This design comes from an exercise in tuning for small area on the open sky130 flow, not from production work. Where RTL was checked, it was by simulation tests only, not by an equivalence proof against the original. Power and IR drop assume default switching activity.

==> harbor: inputs <==
// Toplevelmodule
module Toplevelmodule(
    input clk,
    input rst,
    input count_x, count_y, btn1, btn2, btn3, btn4, btn5,
    output h_sync, v_sync,
    output [3:0] red, green, blue
    );
    wire v_trig, animate, last_row, sync_row;
    wire [9:0] h_count, v_count;
    wire left, right, up, down;
    wire wall, wall_mr, box, win;
    hCounter hc(clk, rst, h_count, v_trig);
    vCounter vc(clk, rst, v_trig, v_count);
    vga_sync vgas(h_count, v_count, h_sync, v_sync, animate, last_row, sync_row);
    inputs i(clk, rst, btn1, btn2, btn3, btn4, left, right, up, down);
    movement m1(clk, rst, animate, last_row, sync_row, left, right, up, down, h_count, v_count,
                wall, wall_mr, box, win);
    pixel_gen pg(clk, rst, btn5, h_count, v_count, box, win,
                 wall, wall_mr, red, green, blue);
endmodule
==> module vga_sync, before the edit <==
module vga_sync(
    input [9:0] h_count,
    input [9:0] v_count,
    output h_sync, v_sync, animate, last_row, sync_row
    );
    assign h_sync = ~((h_count >= 10'd656) & (h_count <= 10'd751));
    assign sync_row = (v_count >= 10'd490) & (v_count <= 10'd491);
    assign v_sync = ~sync_row;
    assign last_row = (v_count == 10'd479);
    assign animate = last_row & (h_count == 10'd640);
endmodule
==> module movement, before the edit <==
module movement(
    input clk,
    input rst,
    input animate,
    input last_row,
    input sync_row,
    input left, right, up, down,
    input [9:0] h_count, v_count,
    input wall, wall_mr,
    output box, win
    );
    reg [9:1] xp, yp;
    reg bl, br, bu, bd;
    reg c;
    wire [10:0] dx = {1'b0, h_count} - {1'b0, xp, 1'b0};
    wire [10:0] dy = {1'b0, v_count} - {1'b0, yp, 1'b0};
    wire [9:0] dxm = dx[9:0];
    wire [9:0] dym = dy[9:0];
    assign box = (dx[10:4] == 7'd0) & (dy[10:4] == 7'd0);
    assign win = (xp >= 9'd225) & (xp <= 9'd504);
    wire row0 = (dym == 10'd0);
    wire col0 = (dxm == 10'd0);
    wire hit_l = row0 & wall & ((dxm == 10'd1014) | (dxm == 10'd5) | (dxm == 10'd1021));
    wire hit_r = row0 & ((wall & ((dxm == 10'd10) | (dxm == 10'd25))) | (wall_mr & (dxm == 10'd17)));
    wire hit_u = col0 & wall & (dym == 10'd25);
    wire hit_d = col0 & wall & (dym == 10'd1014);
    always @(posedge clk) begin
        if (rst | sync_row) begin
            bl <= 1'b0; br <= 1'b0; bu <= 1'b0; bd <= 1'b0;
        end else if (animate) begin
            bl <= left & ~bl;
            br <= ~left & right & ~br;
            bu <= ~left & ~right & up & ~bu;
            bd <= ~left & ~right & ~up & down & ~bd;
        end else begin
            bl <= bl | hit_l; br <= br | hit_r; bu <= bu | hit_u; bd <= bd | hit_d;
        end
    end
    wire [3:0] i = h_count[3:0];
    wire step = last_row & (h_count[9:4] == 6'b101001) & (i <= 4'd8);
    wire mx = bl | br;
    wire neg = bl | bd;
    wire k = (i == 4'd0) | (neg ? ((i == 4'd1) | (i >= 4'd3)) : (i == 4'd2));
    wire a = mx ? xp[1] : yp[1];
    wire s = a ^ k ^ c;
    always @(posedge clk) begin
        c <= step & ((a & k) | (a & c) | (k & c));
        if (rst) begin
            xp <= 9'd8;
            yp <= 9'd36;
        end else if (step) begin
            if (mx) xp <= {s, xp[9:2]};
            if (bu | bd) yp <= {s, yp[9:2]};
        end
    end
endmodule
==> module Toplevelmodule, before the edit <==
module Toplevelmodule(
    input clk,
    input rst,
    input count_x, count_y, btn1, btn2, btn3, btn4, btn5,
    output h_sync, v_sync,
    output [3:0] red, green, blue
    );
    wire v_trig, animate, last_row, sync_row;
    wire [9:0] h_count, v_count;
    wire left, right, up, down;
    wire wall, wall_mr, box, win;
    hCounter hc(clk, rst, h_count, v_trig);
    vCounter vc(clk, rst, v_trig, v_count);
    vga_sync vgas(h_count, v_count, h_sync, v_sync, animate, last_row, sync_row);
    inputs i(clk, rst, btn1, btn2, btn3, btn4, left, right, up, down);
    movement m1(clk, rst, animate, last_row, sync_row, left, right, up, down, h_count, v_count,
                wall, wall_mr, box, win);
    pixel_gen pg(clk, rst, btn5, h_count, v_count, box, win,
                 wall, wall_mr, red, green, blue);
endmodule
clock: 20.0 ns
lec_check: 0
abc_area: 1
cap_margin: 20
core_margin: 2
core_utilization: 40
slew_margin: 20
standard.sh (not shown) runs the stock make flow with config.mk's settings and CLKGATE_MAP_FILE= SYNTH_SCRIPT=/design/flow/synth_recipe.tcl, a recipe that flattens the netlist after the stock synthesis.
==> flow/flow/run.sh <==
#!/bin/bash
# The standard layout (standard.sh) with two changes:
#  - synthesis by flow/my_synth.tcl: the standard flow's synthesis, but the combinational
#    logic is mapped by ABC with the area-oriented script flow/abc_map.script,
#    and adders are not extracted into half/full adder cells first;
#  - clock tree synthesis with clkbuf_8 buffers and no dummy loads.
# Each tool's output goes to flow.log (make) and the ORFS logs under orfs/logs.
set -euo pipefail
HERE=$(pwd)
export FLOW_ABC_SCRIPT=$HERE/flow/abc_map.script
export FLOW_NO_FA=1
export CTS_ARGS="-sink_clustering_enable -repair_clock_nets -buf_list sky130_fd_sc_hd__clkbuf_8 -dont_use_dummy_load"
sed -e "s#SYNTH_SCRIPT=[^ ]*synth_recipe.tcl#SYNTH_SCRIPT=$HERE/flow/my_synth.tcl#" standard.sh > my_standard.sh
grep -q "SYNTH_SCRIPT=$HERE/flow/my_synth.tcl" my_standard.sh
bash my_standard.sh > flow.log 2>&1
==> flow/flow/abc_map.script <==
strash
dc2
resub -K 8
dc2
dch -f
amap
topo
==> flow/flow/my_synth.tcl <==
# The standard flow's synthesis (synth_recipe.tcl), except that ORFS's synth.tcl is run
# with the ABC script flow/abc_map.script for the mapping of the
# combinational logic. Everything else, including the flip-flop mapping,
# flattening and renaming, is as in synth_recipe.tcl.
if { [info exists ::env(FLOW_NO_FA)] && $::env(FLOW_NO_FA) } {
  # no extraction of adders: ABC maps the arithmetic with the rest
  set ::env(ADDER_MAP_FILE) ""
}
proc synth {args} { yosys synth -nofsm -noshare {*}$args }
set fh [open $::env(SCRIPTS_DIR)/synth.tcl]
set script [read $fh]
close $fh
set old {log_cmd abc {*}$abc_args}
set new {log_cmd abc -script $::env(FLOW_ABC_SCRIPT) {*}$lib_args {*}$lib_dont_use_args}
if { [string first $old $script] < 0 } { error "abc call not found in synth.tcl" }
set script [string map [list $old $new] $script]
uplevel #0 $script
# left out here: clear keep_hierarchy, flatten, clean up, hide names made inside functions, write 1_2_yosys.v
==> inputs of tundra, as changes to harbor <==
--- a/flow/design.v
+++ b/flow/design.v
@@ -31,11 +31,9 @@
     input [9:0] h_count,
     input [9:0] v_count,
-    output h_sync, v_sync, animate, last_row, sync_row
+    output h_sync, v_sync, animate
     );
     assign h_sync = ~((h_count >= 10'd656) & (h_count <= 10'd751));
-    assign sync_row = (v_count >= 10'd490) & (v_count <= 10'd491);
-    assign v_sync = ~sync_row;
-    assign last_row = (v_count == 10'd479);
-    assign animate = last_row & (h_count == 10'd640);
+    assign v_sync = ~((v_count >= 10'd490) & (v_count <= 10'd491));
+    assign animate = (v_count == 10'd479) & (h_count == 10'd640);
 endmodule
 module pixel_gen(
@@ -829,6 +827,4 @@
     input rst,
     input animate,
-    input last_row,
-    input sync_row,
     input left, right, up, down,
     input [9:0] h_count, v_count,
@@ -838,5 +834,4 @@
     reg [9:1] xp, yp;
     reg bl, br, bu, bd;
-    reg c;
     wire [10:0] dx = {1'b0, h_count} - {1'b0, xp, 1'b0};
     wire [10:0] dy = {1'b0, v_count} - {1'b0, yp, 1'b0};
@@ -852,30 +847,24 @@
     wire hit_d = col0 & wall & (dym == 10'd1014);
     always @(posedge clk) begin
-        if (rst | sync_row) begin
+        if (rst | animate) begin
             bl <= 1'b0; br <= 1'b0; bu <= 1'b0; bd <= 1'b0;
-        end else if (animate) begin
-            bl <= left & ~bl;
-            br <= ~left & right & ~br;
-            bu <= ~left & ~right & up & ~bu;
-            bd <= ~left & ~right & ~up & down & ~bd;
         end else begin
             bl <= bl | hit_l; br <= br | hit_r; bu <= bu | hit_u; bd <= bd | hit_d;
         end
     end
-    wire [3:0] i = h_count[3:0];
-    wire step = last_row & (h_count[9:4] == 6'b101001) & (i <= 4'd8);
-    wire mx = bl | br;
-    wire neg = bl | bd;
-    wire k = (i == 4'd0) | (neg ? ((i == 4'd1) | (i >= 4'd3)) : (i == 4'd2));
-    wire a = mx ? xp[1] : yp[1];
-    wire s = a ^ k ^ c;
     always @(posedge clk) begin
-        c <= step & ((a & k) | (a & c) | (k & c));
         if (rst) begin
             xp <= 9'd8;
             yp <= 9'd36;
-        end else if (step) begin
-            if (mx) xp <= {s, xp[9:2]};
-            if (bu | bd) yp <= {s, yp[9:2]};
+        end else if (animate) begin
+            if (left) begin
+                if (~bl) xp <= xp - 9'd5;
+            end else if (right) begin
+                if (~br) xp <= xp + 9'd5;
+            end else if (up) begin
+                if (~bu) yp <= yp + 9'd5;
+            end else if (down) begin
+                if (~bd) yp <= yp - 9'd5;
+            end
         end
     end
@@ -904,5 +893,5 @@
     output [3:0] red, green, blue
     );
-    wire v_trig, animate, last_row, sync_row;
+    wire v_trig, animate;
     wire [9:0] h_count, v_count;
     wire left, right, up, down;
@@ -910,7 +899,7 @@
     hCounter hc(clk, rst, h_count, v_trig);
     vCounter vc(clk, rst, v_trig, v_count);
-    vga_sync vgas(h_count, v_count, h_sync, v_sync, animate, last_row, sync_row);
+    vga_sync vgas(h_count, v_count, h_sync, v_sync, animate);
     inputs i(clk, rst, btn1, btn2, btn3, btn4, left, right, up, down);
-    movement m1(clk, rst, animate, last_row, sync_row, left, right, up, down, h_count, v_count,
+    movement m1(clk, rst, animate, left, right, up, down, h_count, v_count,
                 wall, wall_mr, box, win);
     pixel_gen pg(clk, rst, btn5, h_count, v_count, box, win,
==> flow/run.sh (new file) <==
#!/bin/bash
# synth_recipe.tcl (not shown) runs the flow's synth.tcl, then flattens the netlist and writes it again
# the make line also repeats each setting of config.mk as NAME=value (left out here)
make -C /OpenROAD-flow-scripts/flow DESIGN_CONFIG=/design/flow/config.mk WORK_HOME=/design/flow/orfs CLKGATE_MAP_FILE= SYNTH_SCRIPT=/design/flow/synth_recipe.tcl finish
removed: flow/flow/run.sh
removed: flow/flow/abc_map.script
removed: flow/flow/my_synth.tcl
removed: flow/standard.sh
==> summary of the runs <==
In tundra the wire length is higher than in harbor, by 0.77%. Against tundra, the fmax of harbor is smaller by about 13%. In harbor the first-iteration DRC count is higher than in tundra, by 16%. Against harbor, the global-route usage of tundra is lower by 6.6 points. In tundra the combinational power is higher than in harbor, by about 32%. In sequential power, harbor and tundra hardly differ. Against tundra, the sequential cell count of harbor is higher by 1. In harbor the synthesized cell count is smaller than in tundra, by about 22%. In harbor the sequential share of layout area is higher than in tundra, by 4.5 points. Critical path depth: tundra is lower than harbor (2).
==> figures <==
item	tundra	harbor
Starting DRT DRC Count	766	892
Initial standard-cell utilization of the core	0.406	0.411
Number of distinct library cell variants in the gate-level netlist after synthesis	54	47
Leading cell type in the layout, fill and taps excluded	nand2_1	nor2_1
Combinational group share of total power	0.142	0.133
Leak pwr	3.03 nW	1.62 nW
Largest incremental delay on the critical path	0.75 ns	0.73 ns
Synthesis-to-layout area growth	6.98%	9.21%
WL met3	1.73 mm	2.26 mm
Hold depth	1	2
Multi-input logic portion of the cell area	0.661	0.641
Xor/xnor cell area share of the yosys netlist	0.0357	0.00186
Power density relative to cell area	34.4 nW/um^2	35.6 nW/um^2
Number of well taps	188	143
Vias in the first global route	6,582	6,022
M1 WL	9.60 mm	8.86 mm
Multi-input gates	748	630
Clkbuf count	7	5
FF+latch area	981 sq um	1000 sq um
Die width	128 um	113 um
Outcome	no timing/DRC/antenna violations	no timing/DRC/antenna violations
Filler cell count in the final layout	1,647	1,267
The RTL of tundra was laid out without a check of its function.

-- port drivers added, routing unchanged --
The flow's constraints put no driver on any port. The routed layouts listed below were extracted and timed again, unchanged, in two steps.
Step 1 assumes that a clkbuf_16 drives the clock port and a buf_2 every other input.
Step 2, shift: input delay + t, output delay - t, t = (earliest + latest rising clock arrival at the registers) / 2. This alone moves slack from input paths to output paths.
Slacks: ideal ports / drivers / drivers and shift; pairs: ideal ports / drivers.
run | shift t [ns] | slack for setup (ns) | worst register clock-pin slew, ns | worst data-port slew with drivers (ns)
harbor | 0.356 | 12.090 / 12.054 / 12.410 | 0.09 / 0.09 | 0.04
tundra | 0.339 | 13.108 / 13.068 / 13.406 | 0.07 / 0.07 | 0.03
After both steps setup and hold are still met in every run listed.
